From an optimization exercise on the open Yosys and OpenROAD flow, aimed at small area, a short achievable clock period and few clock cycles; shortcuts taken in it are not production practice. The RTL was checked by simulation tests, not by an equivalence proof against the original design. Power is estimated from default activity; no workload was simulated.

==> flow/design.v (excerpt) <==
module mips_core (
    input clk,                      
    input reset,                    
    output [29:0] imem_addr,
    input  [31:0] imem_rdata,
    output        dmem_re,          
    output        dmem_we,          
    output [29:0] dmem_addr,        
    output [31:0] dmem_wdata,
    output [3:0]  dmem_be,          
    input  [31:0] dmem_rdata,       
    input         dmem_stall        
);
wire stall = dmem_stall;
localparam OP_ADD  = 4'd0,
           OP_SUB  = 4'd1,
           OP_AND  = 4'd2,
           OP_OR   = 4'd3,
           OP_XOR  = 4'd4,
           OP_NOR  = 4'd5,
           OP_SLT  = 4'd6,
           OP_SLTU = 4'd7,
           OP_SLL  = 4'd8,
           OP_SRL  = 4'd9,
           OP_SRA  = 4'd10,
           OP_CLZ  = 4'd11,
           OP_CLO  = 4'd12;
localparam B_REG = 2'd0, B_SEXT = 2'd1, B_ZEXT = 2'd2, B_LUI = 2'd3;
reg  [31:0] pc;
reg  [31:0] d_ins;       
reg  [31:0] d_pc4;
reg  [31:0] e_a, e_b;    
reg  [15:0] e_imm;
reg  [1:0]  e_bsel;
reg  [3:0]  e_op;
reg         e_shvar;
reg         e_ovf, e_movn, e_movz;
reg         e_we, e_load, e_store;
reg  [2:0]  e_mtype;
reg  [4:0]  e_rd;
reg         e_fa, e_fb;
reg  [31:0] m_res;       
reg  [31:0] m_sd;
reg  [3:0]  m_be;
reg  [4:0]  m_rd;
reg         m_we, m_load, m_store;
reg  [2:0]  m_ltype;
wire [1:0] ma = m_res[1:0];
reg  [31:0] ld;
reg  [3:0]  lbe;         
reg  [7:0]  lbyte;
reg  [15:0] lhalf;
always @(*) begin
    case (ma)
    2'd0: lbyte = dmem_rdata[7:0];
    2'd1: lbyte = dmem_rdata[15:8];
    2'd2: lbyte = dmem_rdata[23:16];
    default: lbyte = dmem_rdata[31:24];
    endcase
    lhalf = ma[1] ? dmem_rdata[31:16] : dmem_rdata[15:0];
    lbe = 4'b1111;
    case (m_ltype)
    3'd0: ld = {{24{lbyte[7]}}, lbyte};
    3'd1: ld = {24'd0, lbyte};
    3'd2: ld = {{16{lhalf[15]}}, lhalf};
    3'd3: ld = {16'd0, lhalf};
    3'd4: ld = dmem_rdata;
    3'd5: begin    
        ld = dmem_rdata << {ma, 3'b000};
        lbe = 4'b1111 << ma;
    end
    default: begin    
        ld = dmem_rdata >> {~ma, 3'b000};
        lbe = 4'b1111 >> ~ma;
    end
    endcase
end
wire [3:0]  wbe = m_load ? lbe : 4'b1111;
wire [31:0] wd  = m_load ? ld : m_res;
wire        wen = m_we & ~stall;
reg  [31:1] rv;
wire [32*32-1:0] rflat;
assign rflat[31:0] = 32'd0;
genvar gi;
generate
  ...
Size: roughly 8300 cells after synthesis.
export LEC_CHECK = 0
export CAP_MARGIN = 20
export CORE_MARGIN = 2
export CORE_UTILIZATION = 30
export PLACE_DENSITY = 0.5
export SLEW_MARGIN = 20
create_clock -name core_clock -period 10.0 [get_ports {clk}]
run.sh (not shown) runs the stock make flow with config.mk's settings and CLKGATE_MAP_FILE= SYNTH_SCRIPT=/design/flow/synth_recipe.tcl, a recipe that flattens the netlist after the stock synthesis.
The first run completed with no timing, DRC or antenna violations.
Testbench counts at the start, summed over its fixed seeds: cycles 76,420.
Edit:
- ABC_CLOCK_PERIOD_IN_PS: not set -> 4000
- SETUP_SLACK_MARGIN: not set -> 4
Effect: The new run passed the timing, design-rule and antenna checks; global-route usage grows by 0.61 points; register-to-register slack gets better by 3000 ps; cell area went up slightly; wire length grows slightly; fmax came out higher by well over a third.
Edit:
- ABC_CLOCK_PERIOD_IN_PS: 4000 -> 3000
- SETUP_SLACK_MARGIN: 4 -> 5
The changed run produced a clean layout. Via count increases by about 2.2%. Total power went up by 2.8%. Count of clock-buffer cells in the layout increases by 5. Final area climbs by about 7%. Wire length went up by about 2.5%. Setup slack gains 750 ps. Sequential power is about the same. First-iteration DRC count barely changes. Global-route usage rose by 1.1 points. Final cell count increases by 2.7%. Synthesized cell count stays the same.

---

mips_core, a different RTL version from the one above (not shown whole).
Size: ~7900 cells after synthesis, ~170 I/O pins, roughly 0.078 mm² of cells after synthesis.
==> flow/design.v (excerpt) <==
module mips_core (
    input clk,                      
    input reset,                    
    output [29:0] imem_addr,
    input  [31:0] imem_rdata,
    output        dmem_re,          
    output        dmem_we,          
    output [29:0] dmem_addr,        
    output [31:0] dmem_wdata,
    output [3:0]  dmem_be,          
    input  [31:0] dmem_rdata,       
    input         dmem_stall        
);
wire stall = dmem_stall;
localparam OP_ADD  = 4'd0,
           OP_SUB  = 4'd1,
           OP_AND  = 4'd2,
           OP_OR   = 4'd3,
           OP_XOR  = 4'd4,
           OP_NOR  = 4'd5,
           OP_SLT  = 4'd6,
           OP_SLTU = 4'd7,
           OP_SLL  = 4'd8,
           OP_SRL  = 4'd9,
           OP_SRA  = 4'd10,
           OP_CLZ  = 4'd11,
           OP_CLO  = 4'd12;
localparam B_REG = 2'd0, B_SEXT = 2'd1, B_ZEXT = 2'd2, B_LUI = 2'd3;
reg  [31:0] pc;
reg  [31:0] d_ins;       
reg  [31:0] d_pc4;
reg         d_v;         
reg  [31:1] d_rs_oh;     
reg  [31:1] d_rt_oh;
reg  [31:0] e_a, e_b;    
reg  [15:0] e_imm;
reg  [1:0]  e_bsel;
reg  [3:0]  e_op;
reg         e_shvar;
reg         e_ovf, e_movn, e_movz;
reg         e_we, e_load, e_store;
reg  [2:0]  e_mtype;
reg  [4:0]  e_rd;
reg         e_fa, e_fb;
reg  [31:0] m_res;       
reg  [31:0] m_sd;
reg  [3:0]  m_be;
reg  [4:0]  m_rd;
reg         m_we, m_load, m_store;
reg  [2:0]  m_ltype;
wire [1:0] ma = m_res[1:0];
reg  [31:0] ld;
reg  [3:0]  lbe;         
reg  [7:0]  lbyte;
reg  [15:0] lhalf;
always @(*) begin
  ...
Settings: LEC_CHECK=0, ABC_CLOCK_PERIOD_IN_PS=3000, CAP_MARGIN=20, CORE_MARGIN=2, CORE_UTILIZATION=40, PLACE_DENSITY=0.6, SETUP_SLACK_MARGIN=5, SLEW_MARGIN=20; clock period 10.0 ns.
The baseline completed with no timing, DRC or antenna violations.
Testbench counts at the start, summed over its fixed seeds: cycles 76,420.
Rerun with:
- CORE_UTILIZATION: 40 -> 30
- PLACE_DENSITY: 0.6 -> 0.5
Outcome: Hold slack loses 0.018 ns; wire length is higher by 1.6%; sequential power stays flat; sequential cell count stays the same; setup slack improved by 0.040 ns; global-route usage is lower by 11 points; die area came out higher by 33%.
Rerun with:
- ABC_AREA: default -> 1
After rerunning: The new run went through all stages and came out clean; flip-flop and latch count does not change; design area is lower by a few percent; via count is lower by a few percent; sequential power is higher slightly; power is lower slightly; core utilization is lower by 0.25 points; die area is lower slightly; setup slack gets better by 0.034 ns; synthesized area is lower slightly; combinational power is lower by a quarter to a third; clock power is higher by a few percent.

[static timing again, ports no longer ideal]
No port has a modelled driver above. Below, the same layouts with a new extraction and two added sets of constraints.
Step 1: set_driving_cell puts a clkbuf_16 on clk and a buf_2 on each other input, an assumption about the parent block.
Step 2, shift: input delay + t, output delay - t, t = (earliest + latest rising clock arrival at the registers) / 2. This alone moves slack from input paths to output paths.
a / b / c = ideal / step 1 / step 2; a / b = the first two.
run | t, ns | setup slack, ns | worst data-port slew with drivers (ns) | cell pins on the clock port's net
the first run of note 1 | 0.990 | 0.828 / 0.828 / 0.828 | 0.16 | 1
the second run of note 1 | 0.974 | 3.856 / 3.856 / 3.173 | 0.11 | 1
the third run of note 1 | 0.954 | 4.610 / 4.610 / 3.983 | 0.15 | 1
the first run of note 2 | 0.947 | 4.827 / 4.827 / 4.189 | 0.13 | 1
the second run of note 2 | 0.940 | 4.867 / 4.867 / 4.125 | 0.15 | 1
the third run of note 2 | 0.988 | 4.901 / 4.901 / 4.170 | 0.06 | 1
After both steps setup and hold are still met in every run listed. The setup slack of the second run of note 2, which loses most, moves by 0.000 ns with the drivers and by -0.742 ns with both steps.
